Source: an optimization exercise on an open RTL-to-GDS flow (aim: small area). Production flows keep margins and buffers that such runs may drop.
Only simulation tests tie the RTL to the original design; equivalence was not proved.
No driver is modelled on the clock port, so clock power and skew are understated where the tree is cut down; a real chip needs a root buffer or a tree.

==> inputs of v24 <==
## LCDDisplay
module LCDDisplay(Clk, Rst, Cheat, Slow, Wait, ReactionTime, LCDUpdate, LCDAck, LCD_Data, LCD_E, LCD_RS, LCD_RW);
==> flow/config.mk <==
export PLATFORM = sky130hd
export DESIGN_NAME = LCDDisplay
export DESIGN_NICKNAME = LCDDisplay
export VERILOG_FILES = /design/flow/design.v
export SDC_FILE = /design/flow/constraint.sdc
export NUM_CORES = 4
export LEC_CHECK = 0
export CAP_MARGIN = 20
export CORE_MARGIN = 2
export CORE_UTILIZATION = 40
export SLEW_MARGIN = 20
==> flow/constraint.sdc <==
create_clock -name core_clock -period 10.0 [get_ports {Clk}]
set_input_delay 2.0000 -clock core_clock [delete_from_list [all_inputs] [get_ports {Clk}]]
set_output_delay 2.0000 -clock core_clock [all_outputs]
set_load 0.01 [all_outputs]
standard.sh (not shown) runs the stock make flow with config.mk's settings and CLKGATE_MAP_FILE= SYNTH_SCRIPT=/design/flow/synth_recipe.tcl, a recipe that flattens the netlist after the stock synthesis.
==> flow/flow/run.sh <==
#!/bin/bash
# Layout flow: the standard ORFS flow (standard.sh), with these changes,
# which only affect which cells make up the layout:
#  - synthesis maps the logic with an area-oriented ABC script (abc_area.script
#    here: deep AIG optimisation, then area mapping) instead of ORFS's
#    delay-oriented one with up-sizing. The synthesis is run three times, with
#    three random seeds for the AIG optimisation, each in its own ORFS work
#    folder (orfs_<seed>); the run with the smallest cell area is kept and the
#    layout continues from it in orfs/;
#  - Yosys's full/half-adder extraction is skipped (ADDER_MAP_FILE empty), so
#    ABC sees the counters as plain logic;
#  - the port buffers are the smallest buffer, sky130_fd_sc_hd__buf_1;
#  - the clock step builds the clock network with clock_buffer.tcl here (three
#    clock buffers driven by the clock port, each driving a third of the
#    registers) in place of ORFS's clock tree synthesis; the rest of that step
#    (legalisation, timing repair) is ORFS's.
# Everything else (synthesis script, floorplan, power grid, tap cells,
# placement, routing) is ORFS's, run through standard.sh. Each tool's output
# is in the ORFS logs of orfs/ (and orfs_<seed>/ for the synthesis runs);
# synth_<seed>.log and flow.log hold what the make runs print.
set -euo pipefail
W=$PWD
SEEDS="1 2 3"
for s in $SEEDS; do
  rm -rf "$W/scripts_$s" "$W/orfs_$s"
  cp -r "$FLOW_HOME/scripts" "$W/scripts_$s"
  sed "s/@SEED@/$s/" "$W/flow/abc_area.script" > "$W/scripts_$s/abc_area.script"
  sed -i "s|^log_cmd clock_tree_synthesis {\*}\$cts_args\$|source $W/flow/clock_buffer.tcl|" \
    "$W/scripts_$s/cts.tcl"
  grep -q "clock_buffer.tcl" "$W/scripts_$s/cts.tcl"
done
pids=""
for s in $SEEDS; do
  bash standard.sh WORK_HOME="$W/orfs_$s" SCRIPTS_DIR="$W/scripts_$s" ABC_AREA=1 \
    ADDER_MAP_FILE= synth > "$W/synth_$s.log" 2>&1 &
  pids="$pids $!"
done
for p in $pids; do wait "$p"; done
best=""
best_area=""
for s in $SEEDS; do
  a=$(grep "Chip area for module" "$W/orfs_$s/reports/sky130hd/LCDDisplay/base/synth_stat.txt" | awk '{print $NF}')
  echo "seed $s: synthesis cell area $a" | tee -a "$W/seeds.log"
  if [[ -z "$best" ]] || awk -v a="$a" -v b="$best_area" 'BEGIN { exit !(a < b) }'; then
    best=$s
    best_area=$a
  fi
done
echo "kept seed $best" | tee -a "$W/seeds.log"
rm -rf "$W/orfs"
cp -a "$W/orfs_$best" "$W/orfs"
bash standard.sh SCRIPTS_DIR="$W/scripts_$best" ABC_AREA=1 ADDER_MAP_FILE= \
  "BUFFER_PORTS_ARGS=-buffer_cell sky130_fd_sc_hd__buf_1" \
  finish > "$W/flow.log" 2>&1
==> flow/flow/abc_area.script <==
strash
&get -n
&deepsyn -T 240 -S @SEED@
&put
dch -f
map -a
topo
==> flow/flow/clock_buffer.tcl <==
# Clock distribution for this small design, in place of a clock tree: the
# registers are split by position into three groups of about the same size,
# and one sky130_fd_sc_hd__clkbuf_8, driven by the clock port, drives the
# clock pins of each group. Each buffer is placed at the centre of its group;
# detailed placement then legalises it.
set groups 3
set block [ord::get_db_block]
set clk_net [[$block findBTerm Clk] getNet]
set master [[ord::get_db] findMaster sky130_fd_sc_hd__clkbuf_8]
set sinks {}
foreach it [$clk_net getITerms] {
  lassign [[$it getInst] getLocation] x y
  lappend sinks [list $x $y $it]
}
set sinks [lsort -integer -index 0 $sinks]
set n [llength $sinks]
for {set g 0} {$g < $groups} {incr g} {
  set buf [odb::dbInst_create $block $master clkbuf_$g]
  set net [odb::dbNet_create $block clknet_$g]
  $net setSigType CLOCK
  set from [expr {$g * $n / $groups}]
  set to [expr {($g + 1) * $n / $groups - 1}]
  set sx 0
  set sy 0
  foreach s [lrange $sinks $from $to] {
    lassign $s x y it
    set sx [expr {$sx + $x}]
    set sy [expr {$sy + $y}]
    $it disconnect
    $it connect $net
  }
  set k [expr {$to - $from + 1}]
  [$buf findITerm A] connect $clk_net
  [$buf findITerm X] connect $net
  $buf setLocation [expr {$sx / $k}] [expr {$sy / $k}]
  $buf setPlacementStatus PLACED
  puts "clock_buffer: clkbuf_$g drives $k clock pins"
}
set_propagated_clock [all_clocks]
==> v7 (differences from v24) <==
==> flow/flow/run.sh (replaced) <==
#!/bin/bash
# Layout flow: the standard ORFS flow (standard.sh), with these changes,
# which only affect which cells make up the layout:
#  - synthesis maps the logic with an area-oriented ABC script (abc_area.script
#    here: deep AIG optimisation, then area mapping) instead of ORFS's
#    delay-oriented one with up-sizing. The synthesis is run three times, with
#    three random seeds for the AIG optimisation, each in its own ORFS work
#    folder (orfs_<seed>); the run with the smallest cell area is kept and the
#    layout continues from it in orfs/;
#  - Yosys's full/half-adder extraction is skipped (ADDER_MAP_FILE empty), so
#    ABC sees the counters as plain logic;
#  - the port buffers are the smallest buffer, sky130_fd_sc_hd__buf_1;
#  - clock tree synthesis uses sky130_fd_sc_hd__clkbuf_8 and adds no dummy
#    loads.
# Everything else (synthesis script, floorplan, power grid, tap cells,
# placement, routing) is ORFS's, run through standard.sh.
set -euo pipefail
W=$PWD
SEEDS="1"
for s in $SEEDS; do
  rm -rf "$W/scripts_$s" "$W/orfs_$s"
  cp -r "$FLOW_HOME/scripts" "$W/scripts_$s"
  sed "s/@SEED@/$s/" "$W/flow/abc_area.script" > "$W/scripts_$s/abc_area.script"
  sed -i "s|^log_cmd clock_tree_synthesis {\*}\$cts_args\$|source $W/flow/clock_buffer.tcl|" "$W/scripts_$s/cts.tcl"
done
pids=""
for s in $SEEDS; do
  bash standard.sh WORK_HOME="$W/orfs_$s" SCRIPTS_DIR="$W/scripts_$s" ABC_AREA=1 \
    ADDER_MAP_FILE= synth > "$W/synth_$s.log" 2>&1 &
  pids="$pids $!"
done
for p in $pids; do wait "$p"; done
best=""
best_area=""
for s in $SEEDS; do
  a=$(grep "Chip area for module" "$W/orfs_$s/reports/sky130hd/LCDDisplay/base/synth_stat.txt" | awk '{print $NF}')
  echo "seed $s: synthesis cell area $a" | tee -a "$W/seeds.log"
  if [[ -z "$best" ]] || awk -v a="$a" -v b="$best_area" 'BEGIN { exit !(a < b) }'; then
    best=$s
    best_area=$a
  fi
done
echo "kept seed $best" | tee -a "$W/seeds.log"
rm -rf "$W/orfs"
cp -a "$W/orfs_$best" "$W/orfs"
bash standard.sh SCRIPTS_DIR="$W/scripts_$best" ABC_AREA=1 ADDER_MAP_FILE= \
  "BUFFER_PORTS_ARGS=-buffer_cell sky130_fd_sc_hd__buf_1" \
  "CTS_ARGS=-sink_clustering_enable -repair_clock_nets -dont_use_dummy_load -buf_list sky130_fd_sc_hd__clkbuf_8 -sink_clustering_size 50 -sink_clustering_max_diameter 500" \
  finish > "$W/flow.log" 2>&1
==> flow/flow/abc_area.script (replaced) <==
strash
dc2
dch -f
map -a
topo
==> flow/flow/clock_buffer.tcl (replaced) <==
# Clock distribution for this small design: one sky130_fd_sc_hd__clkbuf_16,
# driven by the clock port, drives every register's clock pin. It is placed
# at the centre of the registers; detailed placement then legalises it.
set block [ord::get_db_block]
set clk_net [[$block findBTerm Clk] getNet]
set master [[ord::get_db] findMaster sky130_fd_sc_hd__clkbuf_16]
set buf [odb::dbInst_create $block $master clkbuf_root]
set net [odb::dbNet_create $block clknet_root]
$net setSigType CLOCK
set sx 0
set sy 0
set n 0
foreach it [$clk_net getITerms] {
  lassign [[$it getInst] getLocation] x y
  set sx [expr {$sx + $x}]
  set sy [expr {$sy + $y}]
  incr n
  $it disconnect
  $it connect $net
}
[$buf findITerm A] connect $clk_net
[$buf findITerm X] connect $net
$buf setLocation [expr {$sx / $n}] [expr {$sy / $n}]
$buf setPlacementStatus PLACED
puts "clock_buffer: clkbuf_root drives $n clock pins"
set_propagated_clock [all_clocks]
==> v10 (differences from v24) <==
--- a/flow/design.v
+++ b/flow/design.v
@@ -18,30 +18,28 @@
    endfunction
    wire [3:0] Ones = {Ring[1:0], Ring[11:10]};
    wire [3:0] Tens = Ring[5:2];
    wire [2:0] Hund = Ring[8:6];
    wire AddOnes = En & (Step >= 4'd3) & (Ones[3] | (Ones[2] & (Ones[1] | Ones[0])));
    wire AddTens = En & (Step >= 4'd7) & (Tens[3] | (Tens[2] & (Tens[1] | Tens[0])));
    wire [3:0] FixOnes = fix(Ones, AddOnes);
    wire [3:0] FixTens = fix(Tens, AddTens);
-   wire HundFive = En & (Step == 4'd10) & Hund[2] & Hund[0];
-   wire [2:0] FixHund = {Hund[2] & ~HundFive, Hund[1], Hund[0] & ~HundFive};
+   wire [2:0] FixHund = Hund & ~{3{En & (Step == 4'd10) & Hund[2] & ~Hund[1] & Hund[0]}};
    wire [11:0] Fixed = {FixOnes[1:0], Ring[9], FixHund, FixTens, FixOnes[3:2]};
    always @(posedge Clk)
       if (Load) Ring <= Binary;
       else Ring <= {Fixed[10:0], Fixed[11]};
 endmodule
 `timescale 1ns / 1ns
-module LcdInterface(Rst, Clk, Go, DispReact, DispTime, First, LCD_Data, LCD_E, LCD_RS, LCD_RW);
+module LcdInterface(Rst, Clk, Go, DispReact, DispTime, LCD_Data, LCD_E, LCD_RS, LCD_RW);
    input Clk, Rst;
    input Go;
    input DispReact;
    input [9:0] DispTime;
-   output First;    
    output reg [11:8] LCD_Data;
    output reg LCD_E, LCD_RS;
    output LCD_RW;
    assign LCD_RW = 1'b0;
    reg [4:0] Slot;
    reg [3:0] Phase;
    reg LineReact;
    always @(posedge Clk) begin
@@ -54,17 +52,16 @@
       end
       else if (Phase == 4'd11) begin
          Phase <= 4'd0;
          Slot <= Slot + 5'd1;
       end
       else
          Phase <= Phase + 4'd1;
    end
-   assign First = (Slot == 5'd9) && (Phase == 4'd1);
    wire Load = (Slot == 5'd15) && (Phase == 4'd0);
    wire [11:0] Digits;
    Bin2BCD Bin2BCD_0 (Clk, Load, {DispTime[1:0] & {2{~DispReact}}, DispTime},
                       (Slot == 5'd15) && LineReact && (Phase != 4'd11), Phase, Digits);
    always @(posedge Clk)
       if (Load) LineReact <= DispReact;
    wire [1:0] LineCode = Digits[3:2];
    localparam [127:0] InitString = "Reaction Timer  ",
@@ -127,56 +124,61 @@
    end
 endmodule
 `timescale 1ns / 1ns
 module LCDDisplay(Clk, Rst, Cheat, Slow, Wait, ReactionTime, LCDUpdate, LCDAck, LCD_Data, LCD_E, LCD_RS, LCD_RW);
    input Clk, Rst;
    input Cheat, Slow, Wait;
    input [9:0] ReactionTime;
    input LCDUpdate;
-   output LCDAck;
+   output reg LCDAck;
    output [11:8] LCD_Data;
    output LCD_E, LCD_RS, LCD_RW;
    localparam M_Init = 2'd0, M_Cheat = 2'd1, M_Slow = 2'd2, M_Wait = 2'd3;
    localparam S_Wait = 3'd0,
-              S_WaitAck = 3'd1,
-              S_LCDAck = 3'd2,
-              S_LCDAckAck = 3'd3,
+              S_LCDAck = 3'd1,
+              S_Init = 3'd2,
               S_Reaction = {1'b1, M_Init},
               S_Cheat = {1'b1, M_Cheat},
               S_Slow = {1'b1, M_Slow},
               S_WaitString = {1'b1, M_Wait};
    reg [2:0] State;
    reg DispReact;
    reg [9:0] DispTime;
-   assign LCDAck = ~State[2] & State[0];
-   wire GO = ~State[2] & (State[1] | State[0]);
-   wire First;
-   LcdInterface LcdInterface_0 (Rst, Clk, GO, DispReact, DispTime, First, LCD_Data, LCD_E, LCD_RS, LCD_RW);
+   wire GO = (State == S_LCDAck) | LCDAck;
+   LcdInterface LcdInterface_0 (Rst, Clk, GO, DispReact, DispTime, LCD_Data, LCD_E, LCD_RS, LCD_RW);
    always @(posedge Clk) begin
-      if (Rst)
-         State <= S_Wait;
-      else if (State[2])    
-         State <= S_LCDAck;
-      else if (State[1])    
-         State <= LCDUpdate ? S_LCDAckAck : S_WaitAck;
-      else if (LCDUpdate && !First) begin    
-         if (Cheat) State <= S_Cheat;
-         else if (Slow) State <= S_Slow;
-         else if (Wait) State <= S_WaitString;
-         else State <= S_Reaction;
+      if (Rst) begin
+         State <= S_Init;
+         LCDAck <= 0;
       end
-      else
-         State <= S_Wait;
+      else begin
+         LCDAck <= (State == S_LCDAck);
+         case (State)
+            S_Wait: begin
+               if (LCDUpdate) begin
+                  if (Cheat) State <= S_Cheat;
+                  else if (Slow) State <= S_Slow;
+                  else if (Wait) State <= S_WaitString;
+                  else State <= S_Reaction;
+               end
+            end
+            S_LCDAck: begin
+               if (!LCDUpdate) State <= S_Wait;
+            end
+            S_Init: State <= S_Wait;
+            default: State <= S_LCDAck;    
+         endcase
+      end
    end
    always @(posedge Clk) begin
       if (Rst) begin
          DispReact <= 0;
          DispTime[1:0] <= M_Init;
       end
       else if (State[2]) begin
          DispReact <= (State == S_Reaction);
          DispTime[1:0] <= (State == S_Reaction) ? ReactionTime[1:0] : State[1:0];
       end
    end
    always @(posedge Clk)
-      if (State[2]) DispTime[9:2] <= ReactionTime[9:2];
+      if (State == S_Reaction) DispTime[9:2] <= ReactionTime[9:2];
 endmodule
==> flow/flow/run.sh (replaced) <==
#!/bin/bash
# Layout flow: the standard ORFS flow (standard.sh), with these changes,
# which only affect which cells make up the layout:
#  - synthesis maps the logic with an area-oriented ABC script (abc_area.script
#    here: deep AIG optimisation, then area mapping) instead of ORFS's
#    delay-oriented one with up-sizing. The synthesis is run three times, with
#    three random seeds for the AIG optimisation, each in its own ORFS work
#    folder (orfs_<seed>); the run with the smallest cell area is kept and the
#    layout continues from it in orfs/;
#  - Yosys's full/half-adder extraction is skipped (ADDER_MAP_FILE empty), so
#    ABC sees the counters as plain logic;
#  - the port buffers are the smallest buffer, sky130_fd_sc_hd__buf_1;
#  - clock tree synthesis uses sky130_fd_sc_hd__clkbuf_8 and adds no dummy
#    loads.
# Everything else (synthesis script, floorplan, power grid, tap cells,
# placement, routing) is ORFS's, run through standard.sh.
set -euo pipefail
W=$PWD
SEEDS="1 2 3"
for s in $SEEDS; do
  rm -rf "$W/scripts_$s" "$W/orfs_$s"
  cp -r "$FLOW_HOME/scripts" "$W/scripts_$s"
  sed "s/@SEED@/$s/" "$W/flow/abc_area.script" > "$W/scripts_$s/abc_area.script"
done
pids=""
for s in $SEEDS; do
  bash standard.sh WORK_HOME="$W/orfs_$s" SCRIPTS_DIR="$W/scripts_$s" ABC_AREA=1 \
    ADDER_MAP_FILE= synth > "$W/synth_$s.log" 2>&1 &
  pids="$pids $!"
done
for p in $pids; do wait "$p"; done
best=""
best_area=""
for s in $SEEDS; do
  a=$(grep "Chip area for module" "$W/orfs_$s/reports/sky130hd/LCDDisplay/base/synth_stat.txt" | awk '{print $NF}')
  echo "seed $s: synthesis cell area $a" | tee -a "$W/seeds.log"
  if [[ -z "$best" ]] || awk -v a="$a" -v b="$best_area" 'BEGIN { exit !(a < b) }'; then
    best=$s
    best_area=$a
  fi
done
echo "kept seed $best" | tee -a "$W/seeds.log"
rm -rf "$W/orfs"
cp -a "$W/orfs_$best" "$W/orfs"
bash standard.sh SCRIPTS_DIR="$W/scripts_$best" ABC_AREA=1 ADDER_MAP_FILE= \
  "BUFFER_PORTS_ARGS=-buffer_cell sky130_fd_sc_hd__buf_1" \
  "CTS_ARGS=-sink_clustering_enable -repair_clock_nets -dont_use_dummy_load -buf_list sky130_fd_sc_hd__clkbuf_8 -sink_clustering_size 50 -sink_clustering_max_diameter 500" \
  finish > "$W/flow.log" 2>&1
removed: flow/flow/clock_buffer.tcl
==> v14 (differences from v24) <==
==> flow/flow/run.sh (replaced) <==
#!/bin/bash
# Layout flow: the standard ORFS flow (standard.sh), with these changes,
# which only affect which cells make up the layout:
#  - synthesis maps the logic with an area-oriented ABC script (abc_area.script
#    here: deep AIG optimisation, then area mapping) instead of ORFS's
#    delay-oriented one with up-sizing. The synthesis is run three times, with
#    three random seeds for the AIG optimisation, each in its own ORFS work
#    folder (orfs_<seed>); the run with the smallest cell area is kept and the
#    layout continues from it in orfs/;
#  - Yosys's full/half-adder extraction is skipped (ADDER_MAP_FILE empty), so
#    ABC sees the counters as plain logic;
#  - the port buffers are the smallest buffer, sky130_fd_sc_hd__buf_1;
#  - clock tree synthesis uses sky130_fd_sc_hd__clkbuf_8 and adds no dummy
#    loads.
# Everything else (synthesis script, floorplan, power grid, tap cells,
# placement, routing) is ORFS's, run through standard.sh.
set -euo pipefail
W=$PWD
SEEDS="1"
for s in $SEEDS; do
  rm -rf "$W/scripts_$s" "$W/orfs_$s"
  cp -r "$FLOW_HOME/scripts" "$W/scripts_$s"
  sed "s/@SEED@/$s/" "$W/flow/abc_area.script" > "$W/scripts_$s/abc_area.script"
  sed -i "s|^log_cmd clock_tree_synthesis {\*}\$cts_args\$|source $W/flow/clock_buffer.tcl|" "$W/scripts_$s/cts.tcl"
done
pids=""
for s in $SEEDS; do
  bash standard.sh WORK_HOME="$W/orfs_$s" SCRIPTS_DIR="$W/scripts_$s" ABC_AREA=1 \
    ADDER_MAP_FILE= synth > "$W/synth_$s.log" 2>&1 &
  pids="$pids $!"
done
for p in $pids; do wait "$p"; done
best=""
best_area=""
for s in $SEEDS; do
  a=$(grep "Chip area for module" "$W/orfs_$s/reports/sky130hd/LCDDisplay/base/synth_stat.txt" | awk '{print $NF}')
  echo "seed $s: synthesis cell area $a" | tee -a "$W/seeds.log"
  if [[ -z "$best" ]] || awk -v a="$a" -v b="$best_area" 'BEGIN { exit !(a < b) }'; then
    best=$s
    best_area=$a
  fi
done
echo "kept seed $best" | tee -a "$W/seeds.log"
rm -rf "$W/orfs"
cp -a "$W/orfs_$best" "$W/orfs"
bash standard.sh SCRIPTS_DIR="$W/scripts_$best" ABC_AREA=1 ADDER_MAP_FILE= \
  "BUFFER_PORTS_ARGS=-buffer_cell sky130_fd_sc_hd__buf_1" \
  "CTS_ARGS=-sink_clustering_enable -repair_clock_nets -dont_use_dummy_load -buf_list sky130_fd_sc_hd__clkbuf_8 -sink_clustering_size 50 -sink_clustering_max_diameter 500" \
  finish > "$W/flow.log" 2>&1
==> flow/flow/abc_area.script (replaced) <==
strash
dc2
dch -f
map -a
topo
==> notes <==
- Of v7 and v10, v7 has the higher synthesized cell count (gap 13%, measured against v10).
- Maximum frequency, highest first: v14, v7, v24, v10.
- Between v24 and v14, the lower final cell count is in v24 (gap about 9%, measured against v14).
- Between v24 and v10, the lower worst setup slack is in v10 (gap 0.75 ps).
- Global-route usage, highest first: v24, v14, v7, v10.
- Critical path depth is the same in v14 and v7.
- v14 produced a clean layout. v10 finished clean. v7 ran to the end with no violations. v24 produced a clean layout.
- Of v24 and v7, v7 has the higher first-iteration DRC count (gap 19%, measured against v7).
- Of v10 and v14, v14 has the higher die area (gap 5.4%, measured against v14).
- In v10 the wire length is smaller than in v24, by 8.5%.
The clock cells of v24, v7 and v14 come from the design's own scripts or RTL, not from TritonCTS.

==> what the ideal ports hide <==
In the flow no input, the clock included, has a driving cell. The finished layouts below were timed again as built, in two steps.
Step 1 (the two cells are an assumption about what drives the block):
set clk [get_ports {Clk}]
set_driving_cell -lib_cell sky130_fd_sc_hd__clkbuf_16 $clk
set_driving_cell -lib_cell sky130_fd_sc_hd__buf_2 [delete_from_list [all_inputs] $clk]
Step 2 moves the port delays by t, midway between the first and last clock arrival at a register: inputs arrive t later, outputs are due t later. That takes back most of the time a late clock gives input paths.
Three values: ideal ports, drivers, drivers and shift; two values: the first two.
run | shift t [ns] | setup slack, ns | hold slack, ns | worst setup path after step 2 | latest minus earliest clock arrival (ns)
v24 | 0.180 | 4.823 / 4.783 / 4.963 | 0.439 / 0.439 / 0.439 | register to output | 0.018 / 0.018
v7 | 0.209 | 4.824 / 4.794 / 5.003 | 0.458 / 0.458 / 0.458 | register to output | 0.007 / 0.007
v10 | 0.300 | 4.822 / 4.798 / 5.098 | 0.435 / 0.435 / 0.435 | register to output | 0.008 / 0.008
v14 | 0.181 | 4.916 / 4.876 / 5.057 | 0.437 / 0.437 / 0.437 | register to output | 0.019 / 0.019
After both steps setup and hold are still met in every run listed.
